Context: an optimization exercise on an open-source flow, tuned for small area. The choices shown serve that exercise and are no tape-out recipe.
Function was checked by simulation only, so behaviour that the tests miss may differ from the original.
The clock port is modelled as an ideal driver; clocking choices that lean on that would not hold on a real chip.
Power is estimated from default activity; no workload was simulated.

### design/flow/config.mk
export PLATFORM = sky130hd
export DESIGN_NAME = LR5_TOP
export DESIGN_NICKNAME = LR5_TOP
export VERILOG_FILES = /design/flow/design.v
export SDC_FILE = /design/flow/constraint.sdc
export NUM_CORES = 4
export LEC_CHECK = 0
export CAP_MARGIN = 5
export CORE_MARGIN = 2
export CORE_UTILIZATION = 50
export SLEW_MARGIN = 5
export SYNTH_HIERARCHICAL = 1
### design/flow/constraint.sdc
create_clock -name core_clock -period 10.0 [get_ports {CLK_100}]
set_input_delay 2.0000 -clock core_clock [delete_from_list [all_inputs] [get_ports {CLK_100}]]
set_output_delay 2.0000 -clock core_clock [all_outputs]
set_load 0.01 [all_outputs]
### design/flow/design.v
`timescale 1ns / 1ps
module NAND2(input A, B, output Y);
	assign Y = ~(A & B);
endmodule
module NOR2(input A, B, output Y);
	assign Y = ~(A | B);
endmodule
module INV(input A, output Y);
	assign Y = ~A;
endmodule
module NAND3(input A, B, C, output Y);
	assign Y = ~(A & B & C);
endmodule
module DECODER(
	input[3:0] ADDR,
	output[0:7] SEL,
	output[0:7] SELECT,
	output NADDR3
    );
wire [3:0] J = ADDR;
wire [3:0] N;
INV I0(.A(J[0]), .Y(N[0]));
INV I1(.A(J[1]), .Y(N[1]));
INV I2(.A(J[2]), .Y(N[2]));
INV I3(.A(J[3]), .Y(N[3]));
assign NADDR3 = N[3];
NOR2 S0(.A(J[0]), .B(J[3]), .Y(SEL[0])); NAND2 B0(.A(N[0]), .B(N[3]), .Y(SELECT[0]));
NOR2 S1(.A(N[0]), .B(J[1]), .Y(SEL[1])); NAND2 B1(.A(J[0]), .B(N[1]), .Y(SELECT[1]));
NOR2 S2(.A(N[1]), .B(J[2]), .Y(SEL[2])); NAND2 B2(.A(J[1]), .B(N[2]), .Y(SELECT[2]));
NOR2 S3(.A(N[2]), .B(J[3]), .Y(SEL[3])); NAND2 B3(.A(J[2]), .B(N[3]), .Y(SELECT[3]));
NOR2 S4(.A(N[3]), .B(N[0]), .Y(SEL[4])); NAND2 B4(.A(J[3]), .B(J[0]), .Y(SELECT[4]));
NOR2 S5(.A(N[1]), .B(J[0]), .Y(SEL[5])); NAND2 B5(.A(J[1]), .B(N[0]), .Y(SELECT[5]));
NOR2 S6(.A(N[2]), .B(J[1]), .Y(SEL[6])); NAND2 B6(.A(J[2]), .B(N[1]), .Y(SELECT[6]));
NOR2 S7(.A(N[3]), .B(J[2]), .Y(SEL[7])); NAND2 B7(.A(J[3]), .B(N[2]), .Y(SELECT[7]));
endmodule
`timescale 1ns / 1ps
module COL_COUNTER(
	input CLK, RST,
	input QN3,		 
	output reg [3:0] Q
    );
always @ (posedge CLK, posedge RST) begin
	if(RST) Q <= 4'd0;
	else Q <= {Q[2:0], QN3};
end
endmodule
`timescale 1ns / 1ps
module AOI222(input A1, A2, B1, B2, C1, C2, output Y);
	assign Y = ~((A1 & A2) | (B1 & B2) | (C1 & C2));
endmodule
module AOI22(input A1, A2, B1, B2, output Y);
	assign Y = ~((A1 & A2) | (B1 & B2));
endmodule
module SEL8(input [7:0] D, input [7:0] S, output Y);
	wire y0, y1, y2;
	AOI222 G0(.A1(D[0]), .A2(S[0]), .B1(D[1]), .B2(S[1]), .C1(D[2]), .C2(S[2]), .Y(y0));
	AOI222 G1(.A1(D[3]), .A2(S[3]), .B1(D[4]), .B2(S[4]), .C1(D[5]), .C2(S[5]), .Y(y1));
	AOI22 G2(.A1(D[6]), .A2(S[6]), .B1(D[7]), .B2(S[7]), .Y(y2));
	NAND3 G3(.A(y0), .B(y1), .C(y2), .Y(Y));
endmodule
module LR5_MATRIX_DISP(
	input CLK, RST,
	input [63:0] SEQ,
	output [0:7] ROW,
	output [0:7] COL
    );
wire [3:0] C;
wire [0:7] OH;
wire QN3;
COL_COUNTER COL_CNT(.CLK(CLK), .RST(RST), .QN3(QN3), .Q(C));
DECODER COL_DEC(.ADDR(C), .SEL(OH), .SELECT(COL), .NADDR3(QN3));
genvar r, k;
generate
	for (r = 0; r < 8; r = r + 1) begin : row_gen
		wire [7:0] D;
		for (k = 0; k < 8; k = k + 1) begin : k_gen
			assign D[k] = SEQ[63 - 8*r - k];
		end
		SEL8 RSEL(.D(D), .S({OH[7], OH[6], OH[5], OH[4], OH[3], OH[2], OH[1], OH[0]}), .Y(ROW[r]));
	end
endgenerate
endmodule
`timescale 1ns / 1ps
module MAJ3(input A, B, C, output Y);
	assign Y = (A & B) | (C & (A | B));
endmodule
module PWM_CMP(input [3:0] R, input [3:0] NK, output Y);
	wire g0 = R[0] & NK[0];
	wire g1, g2;
	MAJ3 M1(.A(R[1]), .B(g0), .C(NK[1]), .Y(g1));
	MAJ3 M2(.A(R[2]), .B(g1), .C(NK[2]), .Y(g2));
	MAJ3 M3(.A(R[3]), .B(g2), .C(NK[3]), .Y(Y));
endmodule
module PWM_FSM (
	input CLK,
	input RST,
	input LD,
	input [3:0] NK,
	input [63:0] PWM_IN,
	output reg [0:15] PWM_P
 );
 reg [63:0] PWM_REG;
 always @(posedge CLK) if (LD) PWM_REG <= PWM_IN;
 wire [0:15] NEXT;
 genvar i;
 generate
	for (i = 0; i < 16; i = i + 1) begin : ch_gen
		PWM_CMP CMP(.R(PWM_REG[4*i+:4]), .NK(NK), .Y(NEXT[i]));
	end
 endgenerate
 always @(posedge CLK, posedge RST)
	if (RST) PWM_P <= 16'd0;
	else PWM_P <= NEXT;
endmodule
`timescale 1ns / 1ps
module SEL2(input A, SA, B, SB, output Y);
	assign Y = (A & SA) | (B & SB);
endmodule
module SEL3(input A, SA, B, SB, C, SC, output Y);
	assign Y = (A & SA) | (B & SB) | (C & SC);
endmodule
module SEL3N(input A, SA, B, SB, C, SC, output Y);
	assign Y = ~((A & SA) | (B & SB) | (C & SC));
endmodule
module SHIFT_REG(
	input clk, shift_l, shift_r, rst,
	output [63:0] shift
    );
localparam [63:0] INIT = {4'hD, 4'h4, 4'h7, 4'hA, 4'h8, 4'hB, 4'h8, 4'hD,
	4'h3, 4'h5, 4'h2, 4'hF, 4'hB, 4'hC, 4'h7, 4'h0};
wire SL = shift_l;
wire SR = ~shift_l & shift_r;
wire SH = ~shift_l & ~shift_r;
reg [63:0] Q;
wire [63:0] NEXT;	 
genvar i;
generate
	for (i = 0; i < 64; i = i + 1) begin : bit_gen
		if (i < 4) begin : lo
			SEL2 SEL(.A(shift[i+4]), .SA(SR), .B(shift[i]), .SB(SH), .Y(NEXT[i]));
			assign shift[i] = Q[i];
		end else if (i >= 60) begin : hi
			SEL2 SEL(.A(shift[i-4]), .SA(SL), .B(shift[i]), .SB(SH), .Y(NEXT[i]));
			assign shift[i] = Q[i];
		end else if (INIT[i]) begin : mid_inv
			SEL3N SEL(.A(shift[i-4]), .SA(SL), .B(shift[i+4]), .SB(SR), .C(shift[i]), .SC(SH), .Y(NEXT[i]));
			assign shift[i] = ~Q[i];
		end else begin : mid
			SEL3 SEL(.A(shift[i-4]), .SA(SL), .B(shift[i+4]), .SB(SR), .C(shift[i]), .SC(SH), .Y(NEXT[i]));
			assign shift[i] = Q[i];
		end
	end
endgenerate
always@(posedge clk, posedge rst)begin
	if(rst) Q <= {INIT[63:60], 56'd0, INIT[3:0]};
	else Q <= NEXT;
end
endmodule
`timescale 1ns / 1ps
module LR5_TOP(
	input CLK_100,
	input BTN_0,BTN_1,BTN_2,BTN_3,
	output[0:7] ROW, 
	output[0:7] COL_B,
	output[0:15] LED
    );
wire RST = BTN_0;
wire RE = BTN_1;
wire LEFT = BTN_2;
wire RIGHT = BTN_3;
wire [63:0] SHIFT;
SHIFT_REG SH_REG(.clk(CLK_100), .shift_l(LEFT), .shift_r(RIGHT), .rst(RST), .shift(SHIFT));
reg [3:0] K;
reg FRESH;
wire LD = (K == 4'd14);
always @(posedge CLK_100, posedge RST) begin
	if (RST) begin
		K <= 4'd15;
		FRESH <= 1'b1;
	end else begin
		if (LD) FRESH <= 1'b0;
		if (RE) K <= 4'd15;
		else if (K == 4'd15) K <= 4'd14;
		else if (LD) K <= 4'd0;
		else K <= K + 4'd1;
	end
end
wire BLOCK = RE | (LD & FRESH);
wire [3:0] NK = BLOCK ? 4'd0 : ~K;
PWM_FSM PWM(.CLK(CLK_100), .RST(RST), .LD(LD), .NK(NK), .PWM_IN(SHIFT), .PWM_P(LED));
LR5_MATRIX_DISP MATRIX(.CLK(CLK_100), .RST(RST), .SEQ(SHIFT), .ROW(ROW), .COL(COL_B));
endmodule
### design/flow/flow/run.sh
#!/bin/bash
# Standard ORFS layout (the standard.sh), with these changes:
#  - port buffers are the smallest buffer cell instead of the one buffer_ports picks;
#  - clock tree synthesis inserts no dummy loads and uses clkbuf_4 buffers;
#    after it, fix_clk_slew.tcl upsizes the clock buffers whose flip-flop
#    clock pins would see too high a slew;
#  - after floorplan, combinational cells get their smallest drive strength
#    (repair_design later upsizes or buffers where slew or load needs it).
set -euo pipefail
export CLK_SLEW_TARGET=0.108
bash standard.sh \
  "BUFFER_PORTS_ARGS=-buffer_cell sky130_fd_sc_hd__buf_1" \
  "CTS_ARGS=-sink_clustering_enable -repair_clock_nets -dont_use_dummy_load -buf_list {sky130_fd_sc_hd__clkbuf_4}" \
  "POST_FLOORPLAN_TCL=$PWD/flow/downsize.tcl" \
  "POST_CTS_TCL=$PWD/flow/fix_clk_slew.tcl" \
  finish > standard_flow.log 2>&1
### design/flow/flow/downsize.tcl
# Replace every combinational cell by the smallest-area cell of the same
# function family (same base name, other drive strength).
set n 0
set saved 0.0
foreach inst [get_cells *] {
  set master [get_property $inst ref_name]
  if {![regexp {^(sky130_fd_sc_hd__[a-z0-9]+)_([0-9]+)$} $master -> base drive]} { continue }
  if {[regexp {^sky130_fd_sc_hd__(df|edf|sdf|dl|sdl|clk|tap|fill|decap|conb|dly|lpflow|buf|inv|bufinv|probe|diode)} $base]} { continue }
  set best $master
  set best_area [get_property [get_lib_cells */$master] area]
  foreach d {0 1 2} {
    set cand ${base}_$d
    set lcs [get_lib_cells -quiet */$cand]
    if {[llength $lcs] == 0} { continue }
    if {[lsearch $::env(DONT_USE_CELLS) $cand] >= 0} { continue }
    set a [get_property $lcs area]
    if {$a < $best_area} { set best $cand; set best_area $a }
  }
  if {$best ne $master} {
    set saved [expr {$saved + [get_property [get_lib_cells */$master] area] - $best_area}]
    replace_cell $inst [get_lib_cells */$best]
    incr n
  }
}
puts "downsize: replaced $n cells, saved $saved um2"
### design/flow/flow/fix_clk_slew.tcl
proc fix_clk_slew {} {
  set target $::env(CLK_SLEW_TARGET)
  set next_size [dict create \
    sky130_fd_sc_hd__clkbuf_1 sky130_fd_sc_hd__clkbuf_2 \
    sky130_fd_sc_hd__clkbuf_2 sky130_fd_sc_hd__clkbuf_4 \
    sky130_fd_sc_hd__clkbuf_4 sky130_fd_sc_hd__clkbuf_8 \
    sky130_fd_sc_hd__clkbuf_8 sky130_fd_sc_hd__clkbuf_16]
  for {set pass 0} {$pass < 4} {incr pass} {
    estimate_parasitics -placement
    set drivers {}
    foreach p [get_pins -hierarchical */CLK] {
      if {[get_property $p slew_max] <= $target} { continue }
      set net [get_nets -of_objects $p]
      foreach d [get_pins -of_objects $net -filter "direction == output"] {
        set inst [get_cells -of_objects $d]
        set name [get_full_name $inst]
        if {[lsearch $drivers $name] < 0} { lappend drivers $name }
      }
    }
    if {[llength $drivers] == 0} { break }
    set n 0
    foreach name $drivers {
      set inst [get_cells $name]
      set m [get_property $inst ref_name]
      if {![dict exists $next_size $m]} { continue }
      replace_cell $inst [get_lib_cells */[dict get $next_size $m]]
      incr n
    }
    puts "fix_clk_slew: pass $pass upsized $n clock buffers"
    if {$n == 0} { break }
  }
  detailed_placement
  check_placement -verbose
}
fix_clk_slew
### design/flow/standard.sh
#!/bin/bash
# synth_recipe.tcl (not shown) runs the flow's synth.tcl, then flattens the netlist and writes it again
# the make line also repeats each setting of config.mk as NAME=value (left out here)
make -C /OpenROAD-flow-scripts/flow DESIGN_CONFIG=/design/flow/config.mk WORK_HOME=/design/flow/orfs CLKGATE_MAP_FILE= SYNTH_SCRIPT=/design/flow/synth_recipe.tcl "${@:-finish}"
==> impl_metrics.ini, run 1 <==
[power_and_ir_drop]
leakagePower_uw = 0.00288
power.ir.vdd_worst_mv = 0.0561
power_frac_clock = 0.239
power_density_nw_per_um2 = 176
pwr-share-seq = 0.646
swShare = 0.252
cell_internal_pwr_uw = 879
combinationalPowerShare = 0.115
total_switching_power_uw = 296

[timing]
slew_viol_final = 0
final.period_utilization = 0.421
finalHoldViolations = 0
worstMarginPinSlew_ps = 936
slew_headroom = 0.375
setup-violations-final = 0
setup_tns_ps = 0
fin_skew_ps = 33.6
rsz0062_at_grt = false
final_period_minus_worst_setup_slack_ps = 4210
max_freq_mhz = 237

[global_route]
grt_start_max_net_pins = 66
grt_first_pass_wirelength_um = 21200
antenna_found_initial = 0
gr-total-overflow = 0
first_global_vias = 3923
global_route.usage.total = 0.199

[routing]
detailedRoute.firstPassIterationCount = 12
routed_wire_length_per_instance_um = 20.2
detail_route.wirelength_um = 13100
route.antenna.remaining_nets = 0
drc_errors = 0
initialDrtViolationCount = 562
vias = 3914
vias_per_cell = 6.04

[cells_and_area]
finalInstanceArea_um2 = 6660
areaGrowthSynthToFinish_pct = 3.78
antenna-diode-count = 0
multiInputGateArea_um2 = 1690
post_route_cells_drive_above_1_share = 0.0819
final_net_count = 483
nFillCells = 1075
regArea_um2 = 4160

[placed_design]
dpl-instance-area_um2 = 6500
dpl.hpwl_um = 8360
portBuffers = 36
routabilityCongestion = 0.813

[logic_synthesis]
synth_cell_types = 24
synth_largest_type_area_fraction = 0.316
synth_instances = 448
synth_largest_area_cell = dfrtp_1
synth.ff_latch_count = 153
synth.most_common_cell = dfrtp_1
synth.net_count = 453
synth_flop_cell = dfrtp_1
number_of_enable_flip_flop_cells_after_synthesis = 64
seq_area_frac_synth = 0.648
yosys_warnings = 10
syn_area_um2 = 6420
avgSynthCellArea_um2 = 14.3
synth_area_leaders = dfrtp_1 32%, edfxtp_1 30%, a222oi_1 11%
synthTopCellsByCount = 81 x dfrtp_1, 72 x a222oi_1, 64 x edfxtp_1, 64 x inv_1, 48 x maj3_2
async_reset_ff_frac = 0.582

[job]
max_cap_viol_count = 0

[cts]
cts_tree = done
worstSkewPairLatency_ps = 550
clock_sink_count = 153
cts.reportedPaths.clkPinSlew_ps = 90

[min_path]
worst_hold_startpoint = PWM.PWM_REG[35]$_DFFE_PP_
hp-class = flip-flop to flip-flop

[setup_path]
setup.worst_path.class = flip-flop to output port
cp-end-kind = output port
worstPathRequired_ps = 8000
worst-path-max-fanout = 8
timing.critical_path.from = MATRIX.COL_CNT.Q[1]$_DFF_PP0_
worstPathArrival_ps = 2210
rr_startpoint = K[1]$_DFF_PP1_
start_kind = flip-flop

[floorplan]
row_count = 41
effective_utilization_at_floorplan = 0.511
ioPinCount = 37
dieHeight_um = 117
core_um2 = 12600
design.die.area_um2 = 13800
die-width_um = 117

[run_status]
status = finished clean
[final timing paths]
| path | cells after the start | slack, ps | end |
|---|---|---|---|
| worst max-delay path | 5 | 5790 | ROW[3] |
| worst min-delay path | 1 | 480 | PWM.PWM_P[8]$_DFF_PP0_ |
| worst max register to register | 6 | 7520 | PWM.PWM_P[15]$_DFF_PP0_ |
| worst min register to register | 1 | 480 | PWM.PWM_P[8]$_DFF_PP0_ |
| max in group asynchronous | 3 | 7660 | SH_REG.Q[1]$_DFF_PP0_ |
| min in group asynchronous | 2 | 1410 | MATRIX.COL_CNT.Q[3]$_DFF_PP0_ |
[modules after synthesis (local to each module, per instance), a selection]
| module | flip-flops and latches | copies in the design | cells inside | cell area, um2 |
|---|---|---|---|---|
| MAJ3 | 0 | 48 | 1 | 11.3 |
| NAND3 | 0 | 8 | 1 | 5.00 |
| PWM_FSM | 80 | 1 | 81 | 2330 |
| SHIFT_REG | 64 | 1 | 131 | 1990 |
| INV | 0 | 4 | 1 | 3.75 |
| AOI222 | 0 | 16 | 1 | 10.0 |
| NAND2 | 0 | 8 | 1 | 3.75 |
| SEL2 | 0 | 8 | 1 | 8.76 |
| SEL3N | 0 | 31 | 1 | 10.0 |
| PWM_CMP | 0 | 16 | 1 | 6.26 |
| NOR2 | 0 | 8 | 1 | 3.75 |
| LR5_TOP | 5 | 1 | 26 | 259 |
| COL_COUNTER | 4 | 1 | 5 | 104 |
| SEL3 | 0 | 25 | 2 | 13.8 |
| AOI22 | 0 | 8 | 1 | 12.5 |
[cell type report]
class,count,share of cell area
multi-input combinational,198,0.253
sequential,153,0.624
timing repair buffer,44,0.0295
clock buffer,17,0.0248
tap,172,0.0323
inverter,64,0.0361
[layer usage]
| metal | GRT usage | wire length, um | vias up | share of wire |
|---|---|---|---|---|
| li1 | - | - | 1768 | - |
| met1 | 0.284 | 5880 | 1965 | 0.45 |
| met2 | 0.302 | 6170 | 173 | 0.47 |
| met3 | 0.0472 | 913 | 8 | 0.070 |
| met4 | 0.0640 | 117 | 0 | 0.0089 |
| met5 | 0 | 0 | - | 0 |
[critical path, cell delays in order, from the launching register on]
cell and delay (ps):
dfrtp_1 440, inv_1 110, nor2_1 550, a222oi_1 180
nand3_1 210, buf_1 170
[layout by cell type (no fill, tap or decap), drive strengths merged, types with 10 or more instances in the layout]
master,Yosys,layout
and2,16,16
nand2,10,10
nor2,13,13
inv,64,64
dfrtp,81,81
edfxtp,64,64
a222oi,72,72
buf,33,43
maj3,48,48
clkbuf,0,18
[sequential cells by signal (all words and copies together) (netlist names)]
name / cells
FRESH: 1
K: 4
MATRIX.COL_CNT.Q: 4
PWM.PWM_P: 16
PWM.PWM_REG: 64
SH_REG.Q: 64
[power by group through the flow]
| stage | registers [uW] | clock network [uW] | logic (uW) |
|---|---|---|---|
| floorplan | 776 | 0 | 93.0 |
| global placement | 771 | 0 | 135 |
| detailed placement | 774 | 0 | 138 |
| global route | 766 | 316 | 150 |
| finish | 760 | 281 | 135 |
[logic make-up after synthesis]
group,share of synthesized area
AOI/OAI and AO/OA,0.148
adders and majority gates,0.0842
buffers and inverters,0.0760
DFF,0.648
and+or+nand+nor,0.0437
[per-stage QoR]
step	utilization	std cells	setup slack (ps)	hold slack, ps	power, uW
global route	0.530	648	5630	481	1230
detailed placement	0.517	631	6020	465	912
global placement	0.517	631	6100	465	906
finish	0.530	648	5790	477	1180
floorplan	-	448	5620	433	869
==> run 2, diff against run 1 <==
--- a/design/flow/config.mk
+++ b/design/flow/config.mk
@@ -8,5 +8,6 @@
 export CAP_MARGIN = 5
 export CORE_MARGIN = 2
-export CORE_UTILIZATION = 50
+export CORE_UTILIZATION = 55
+export PLACE_DENSITY = 0.75
 export SLEW_MARGIN = 5
 export SYNTH_HIERARCHICAL = 1
==> run 2 against run 1 <==
  * Wire length decreased by 2.0%
  * Worst hold slack worse by 3.3 ps
  * Non-clock buffer count stayed put
  * Cell area shrank 0.64%
  * Critical endpoint is now ROW[4]
  * Largest cell class unchanged
==> impl_metrics.ini, run 2 <==
[run_status]
status = finished clean

[logic_synthesis]
synthTopCellsByCount = 81 x dfrtp_1, 72 x a222oi_1, 64 x edfxtp_1, 64 x inv_1, 48 x maj3_2
number_of_enable_flip_flop_cells_after_synthesis = 64
synth.ff_latch_count = 153
synth_largest_area_cell = dfrtp_1
syn_area_um2 = 6420
seq_area_frac_synth = 0.648
synth.mux.area_fraction = 0
yosys.area_share.xor_xnor = 0
avgSynthCellArea_um2 = 14.3
async_reset_ff_frac = 0.582
synth_simple_gate_area_share = 0.0437
yosys.area_share.adder = 0.0842
synth_instances = 448
synth.most_common_cell = dfrtp_1
yosys_warnings = 10
synth_compound_area_frac = 0.148
synth_largest_type_area_fraction = 0.316
synth_area_leaders = dfrtp_1 32%, edfxtp_1 30%, a222oi_1 11%
synth_cell_types = 24
largest_family_of_logic_cells_by_synthesized_area = compound AO/OA/AOI/OAI gates
synth_flop_cell = dfrtp_1
synth.net_count = 453

[setup_path]
setup.worst_path.class = flip-flop to output port
start_kind = flip-flop
rrSetupSlack_ps = 7580
rr_startpoint = K[3]$_DFF_PP1_
crit-reg2reg-capture = PWM.PWM_P[11]$_DFF_PP0_
worst-path-max-fanout = 8
r2r_cells = 7
worstPathArrival_ps = 2260
worstPathRequired_ps = 8000
cp-end-kind = output port

[routing]
detail_route.wirelength_um = 12800
vias = 4043
route.antenna.remaining_nets = 0
vias_per_cell = 6.52
detailedRoute.firstPassIterationCount = 11
routed_wire_length_per_instance_um = 20.7
initialDrtViolationCount = 954
drc_errors = 0

[power_and_ir_drop]
swShare = 0.252
pwr-share-seq = 0.651
cell_internal_pwr_uw = 875
combinationalPowerShare = 0.113
power_frac_clock = 0.236
power.ir.vdd_worst_mv = 0.144
power_density_nw_per_um2 = 177
leakagePower_uw = 0.00288
total_switching_power_uw = 296
fin_total_pwr_uw = 1170

[global_route]
grt_first_pass_wirelength_um = 20700
global_route.usage.total = 0.214
gr-total-overflow = 0
first_global_vias = 3953
antenna_found_initial = 1
grt_start_max_net_pins = 66

[min_path]
worst_hold_startpoint = MATRIX.COL_CNT.Q[2]$_DFF_PP0_
worst_hold_path.endpoint = MATRIX.COL_CNT.Q[3]$_DFF_PP0_
holdPathStages = 0
hp-class = flip-flop to flip-flop

[floorplan]
design.die.area_um2 = 12600
row_count = 39
core_um2 = 11400
die-width_um = 112
dieHeight_um = 112
effective_utilization_at_floorplan = 0.562
ioPinCount = 37

[timing]
slew_viol_final = 0
final.period_utilization = 0.426
hold_ws_ps = 473
fin_skew_ps = 41.1
rsz0062_at_grt = false
max_freq_mhz = 235
finalHoldViolations = 0
slew_headroom = 0.432
final_period_minus_worst_setup_slack_ps = 4260
setup-violations-final = 0
setup_tns_ps = 0
worstMarginPinSlew_ps = 852

[cells_and_area]
final_net_count = 483
reg.largest.list = PWM.PWM_REG (64), SH_REG.Q (64), PWM.PWM_P (16)
commonest_cells_after_routing_fill_and_taps_aside = 81 x dfrtp_1, 72 x a222oi_1, 64 x edfxtp_1
post_route_cells_drive_above_1_share = 0.0819
nFillCells = 929
commonest_non_fill_non_tap_cell_in_the_layout = dfrtp_1
areaGrowthSynthToFinish_pct = 3.12
finalInstanceArea_um2 = 6620

[cts]
clock_sink_count = 153
worstSkewPairLatency_ps = 550
cts.reportedPaths.clkPinSlew_ps = 90
cts_tree = done

[job]
max_cap_viol_count = 0

[placed_design]
dpl.hpwl_um = 8180
routabilityCongestion = 0.809
portBuffers = 36
dpl-instance-area_um2 = 6460
==> run 2: through the flow <==
| stage | std cells | setup WS [ps] | util |
|---|---|---|---|
| global placement | 602 | 6170 | 0.565 |
| global route | 620 | 5630 | 0.580 |
| finish | 620 | 5740 | 0.580 |
| detailed placement | 602 | 6100 | 0.565 |
| floorplan | 448 | 5620 | - |
==> run 2: worst max path at each step <==
stage                                              from                endpoint  cells after the start
after floorplan                                   BTN_2  SH_REG.Q[10]$_DFF_PP0_                      2
after global placement                            BTN_1  PWM.PWM_P[0]$_DFF_PP0_                      7
after detailed placement                          BTN_1  PWM.PWM_P[2]$_DFF_PP0_                      7
after global routing      MATRIX.COL_CNT.Q[2]$_DFF_PP0_                  ROW[4]                      5
final                     MATRIX.COL_CNT.Q[1]$_DFF_PP0_                  ROW[4]                      5
==> run 2: worst max-delay path: stages, from the launching register on <==
cell and delay (ps):
dfrtp_1 440, inv_1 120, nor2_1 610, a222oi_1 230
nand3_1 180, buf_1 170
==> run 2: routing by layer <==
layer  part of all wire  track usage  up-vias
met3              0.093       0.0718       23
met1               0.43        0.308     2005
met5                  0            0        -
met4              0.019       0.0756        0
li1                   -            -     1770
met2               0.46        0.308      245
==> run 2: final cells by class <==
cell class	count	area [um2]	share of cell area
sequential	153	4160	0.628
multi-input combinational	198	1680	0.254
inverter	64	240	0.0363
timing repair buffer	44	196	0.0297
tap	143	179	0.0270
clock buffer	17	159	0.0240
antenna	1	2.50	0.000378
==> run 2: power by group through the flow <==
stage,clock [uW],sequential (uW),combinational [uW]
6_report,277,762,132
3_3_place_gp,0,770,129
3_5_place_dp,0,775,134
2_1_floorplan,0,776,93.0
5_1_grt,312,768,146
==> run 2: per-module statistics from Yosys (local to each module, per instance), excerpt <==
| module | area (um2) | times used | flip-flops and latches | cells |
|---|---|---|---|---|
| AOI22 | 12.5 | 8 | 0 | 1 |
| AOI222 | 10.0 | 16 | 0 | 1 |
| INV | 3.75 | 4 | 0 | 1 |
| LR5_TOP | 259 | 1 | 5 | 26 |
| NAND2 | 3.75 | 8 | 0 | 1 |
| NAND3 | 5.00 | 8 | 0 | 1 |
| NOR2 | 3.75 | 8 | 0 | 1 |
| PWM_CMP | 6.26 | 16 | 0 | 1 |
| SEL3 | 13.8 | 25 | 0 | 2 |
| SEL3N | 10.0 | 31 | 0 | 1 |
| SHIFT_REG | 1990 | 1 | 64 | 131 |
==> run 2: logic make-up (layout without fill, tap and decap cells) <==
| logic type | count (synthesis) | count (layout) |
|---|---|---|
| compound gates | 96 | 96 |
| other cells | 0 | 1 |
| simple gates | 54 | 54 |
| fa+ha+maj | 48 | 48 |
| flops | 153 | 153 |
| buf+inv | 97 | 125 |
==> run 3, diff against run 2 <==
--- a/design/flow/config.mk
+++ b/design/flow/config.mk
@@ -9,5 +9,4 @@
 export CORE_MARGIN = 2
 export CORE_UTILIZATION = 55
-export PLACE_DENSITY = 0.75
 export SLEW_MARGIN = 5
 export SYNTH_HIERARCHICAL = 1
==> run 3 against run 2 <==
  * Still clean
  * Via count is 1.5% lower
  * Global-route usage is 2.3 points higher
  * Sequential power is 0.7% lower
  * Synthesized cell count stayed put
  * Clock-buffer cell count stayed put
  * Wire length is 9.4% higher
  * Non-clock buffer count is 2 lower
  * Final cell count is 0.32% lower
  * Maximum frequency is 4.2% lower
  * Sequential share of layout area is 0.15 points higher
  * Core utilization is 0.14 points lower
  * Critical path type unchanged
  * Critical endpoint is now ROW[0]
  * Largest power group unchanged
==> impl_metrics.ini, run 3 <==
[floorplan]
core_um2 = 11400
effective_utilization_at_floorplan = 0.562
die-width_um = 112
row_count = 39
ioPinCount = 37
dieHeight_um = 112
design.die.area_um2 = 12600

[timing]
fin_skew_ps = 40.3
slew_headroom = 0.275
setup_tns_ps = 0
finalHoldViolations = 0
slew_viol_final = 0
rsz0062_at_grt = false
fin_ws_ps = 5550
setup-violations-final = 0
final_period_minus_worst_setup_slack_ps = 4450
worstMarginPinSlew_ps = 1080
final.period_utilization = 0.445
max_freq_mhz = 225

[logic_synthesis]
synth_flop_cell = dfrtp_1
synth_area_leaders = dfrtp_1 32%, edfxtp_1 30%, a222oi_1 11%
synth_instances = 448
synth_simple_gate_area_share = 0.0437
synth_largest_area_cell = dfrtp_1
synthTopCellsByCount = 81 x dfrtp_1, 72 x a222oi_1, 64 x edfxtp_1, 64 x inv_1, 48 x maj3_2
synth.ff_latch_count = 153
synth.mux.area_fraction = 0
syn_area_um2 = 6420
synth_compound_area_frac = 0.148
yosys.area_share.xor_xnor = 0
avgSynthCellArea_um2 = 14.3
async_reset_ff_frac = 0.582
seq_area_frac_synth = 0.648
synth.most_common_cell = dfrtp_1
synth.net_count = 453
yosys.area_share.adder = 0.0842
synth_largest_type_area_fraction = 0.316
number_of_enable_flip_flop_cells_after_synthesis = 64
synth_cell_types = 24
yosys_warnings = 10
largest_family_of_logic_cells_by_synthesized_area = compound AO/OA/AOI/OAI gates

[run_status]
status = finished clean

[routing]
routed_wire_length_per_instance_um = 22.7
detailedRoute.firstPassIterationCount = 14
vias_per_cell = 6.45
route.antenna.remaining_nets = 0
drc_errors = 0
vias = 3984
initialDrtViolationCount = 740
detail_route.wirelength_um = 14000

[global_route]
grt_start_max_net_pins = 66
global_route.usage.total = 0.236
grt_first_pass_wirelength_um = 22200
antenna_found_initial = 1
gr-total-overflow = 0
first_global_vias = 3806

[placed_design]
dpl.hpwl_um = 8260
portBuffers = 36
placed_cells_incl_taps = 600
routabilityCongestion = 0.772
dpl-instance-area_um2 = 6450
pre_cts_ws_ps = 6000

[cells_and_area]
non_filler_instance_count_after_layout = 618
commonest_non_fill_non_tap_cell_in_the_layout = dfrtp_1
areaGrowthSynthToFinish_pct = 2.86
nFillCells = 945
commonest_cells_after_routing_fill_and_taps_aside = 81 x dfrtp_1, 72 x a222oi_1, 64 x edfxtp_1
finalInstanceArea_um2 = 6600
final_net_count = 481
reg.largest.list = PWM.PWM_REG (64), SH_REG.Q (64), PWM.PWM_P (16)
post_route_cells_drive_above_1_share = 0.0823

[power_and_ir_drop]
fin_total_pwr_uw = 1170
power.ir.vdd_worst_mv = 0.169
power_density_nw_per_um2 = 177
leakagePower_uw = 0.00287

[setup_path]
worstPathRequired_ps = 8000
cp-end-kind = output port
critical_path.cell_chain = inv_1 > nor2_1 > a22oi_1 > nand3_1 > buf_1
critPathSlowestCell = nor2_1
cp.buffers_inverters = 2
start_kind = flip-flop
worstPathArrival_ps = 2450
cpPeakStageDelay_ps = 830
cell_family_with_most_cp_delay = simple AND/OR/NAND/NOR gates
worst-path-max-fanout = 8
setup.worst_path.class = flip-flop to output port

[min_path]
hp-class = flip-flop to flip-flop

[cts]
clock_sink_count = 153
worstSkewPairLatency_ps = 560
cts.reportedPaths.clkPinSlew_ps = 100
cts_tree = done

[job]
max_cap_viol_count = 0
-- run 3: cell counts after synthesis --
Identical to the previous run, type by type.
-- run 3: power by group --
part,leakage [uW],switching [uW],internal (uW)
clock,0.0000886,181,94.2
combinational,0.00112,93.9,40.5
sequential,0.00166,23.1,734
total,0.00287,298,869
-- run 3: final cells by class --
| type | count | area [um2] | share of cell area |
|---|---|---|---|
| clock buffers | 17 | 153 | 0.0231 |
| repair buffers | 42 | 181 | 0.0275 |
| multi-input cells | 198 | 1690 | 0.256 |
| flip-flops and latches | 153 | 4160 | 0.630 |
| well taps | 143 | 179 | 0.0271 |
| diodes | 1 | 2.50 | 0.000379 |
| inverters | 64 | 240 | 0.0364 |
-- run 3: per-module statistics from Yosys (local to each module, per instance), excerpt --
module	flops+latches	times used	cells inside	cell area, um2
AOI22	0	8	1	12.5
AOI222	0	16	1	10.0
COL_COUNTER	4	1	5	104
INV	0	4	1	3.75
LR5_TOP	5	1	26	259
MAJ3	0	48	1	11.3
NAND2	0	8	1	3.75
NAND3	0	8	1	5.00
NOR2	0	8	1	3.75
PWM_CMP	0	16	1	6.26
PWM_FSM	80	1	81	2330
SEL2	0	8	1	8.76
SEL3	0	25	2	13.8
SEL3N	0	31	1	10.0
SHIFT_REG	64	1	131	1990
-- run 3: logic make-up after synthesis --
family | after synthesis
buffers and inverters | 97
adders and majority gates | 48
and+or+nand+nor | 54
DFF | 153
AOI/OAI and AO/OA | 96
-- run 3: stage by stage --
step	util	hold slack, ps
final	0.578	490
after global routing	0.578	513
after detailed placement	0.565	471
after global placement	0.565	464
after floorplan	-	433
-- run 3: worst paths after layout --
check | startpoint | end | slack [ps] | depth (start not counted)
min in group asynchronous | BTN_0 | MATRIX.COL_CNT.Q[3]$_DFF_PP0_ | 1350 | 2
max reg2reg | K[1]$_DFF_PP1_ | PWM.PWM_P[1]$_DFF_PP0_ | 7500 | 7
max in group asynchronous | BTN_0 | SH_REG.Q[58]$_DFF_PP0_ | 7710 | 3
min reg2reg | PWM.PWM_REG[35]$_DFFE_PP_ | PWM.PWM_P[8]$_DFF_PP0_ | 490 | 1
min | PWM.PWM_REG[35]$_DFFE_PP_ | PWM.PWM_P[8]$_DFF_PP0_ | 490 | 1
max | MATRIX.COL_CNT.Q[3]$_DFF_PP0_ | ROW[0] | 5550 | 5
-- run 3: worst register-to-register path: stages (launching register included) --
cell and delay (ps):
dfstp_2 600, and3_1 200, a211oi_1 80, buf_4 220, and2_1 160, maj3_1 360, maj3_1 380, maj3_1 360
-- run 3: metal layers --
metal / track usage / vias up / share of wire
met5: 0 / - / 0
met4: 0.0805 / 0 / 0.0091
met3: 0.0562 / 10 / 0.077
met2: 0.343 / 190 / 0.47
met1: 0.357 / 2014 / 0.44
li1: - / 1770 / -

## port drivers added, routing unchanged
Ports are ideal in the flow. The routed layouts listed here were re-timed in OpenROAD.
Step 1 assumes that a clkbuf_16 drives the clock port and a buf_2 every other input.
Step 2 also shifts input and output timing later by t, the mid clock arrival at the registers, as if the neighbouring blocks saw the same clock.
Three values: no drivers, after step 1, after step 2; two values: the first two.
run	shift t [ns]	slack for setup (ns)	slew at the worst register clock pin (ns)
run 1	0.572	5.787 / 5.753 / 6.038	0.10 / 0.10
run 2	0.569	5.738 / 5.703 / 6.072	0.11 / 0.11
run 3	0.576	5.549 / 5.511 / 5.973	0.11 / 0.11
After both steps setup and hold are still met in every run listed.
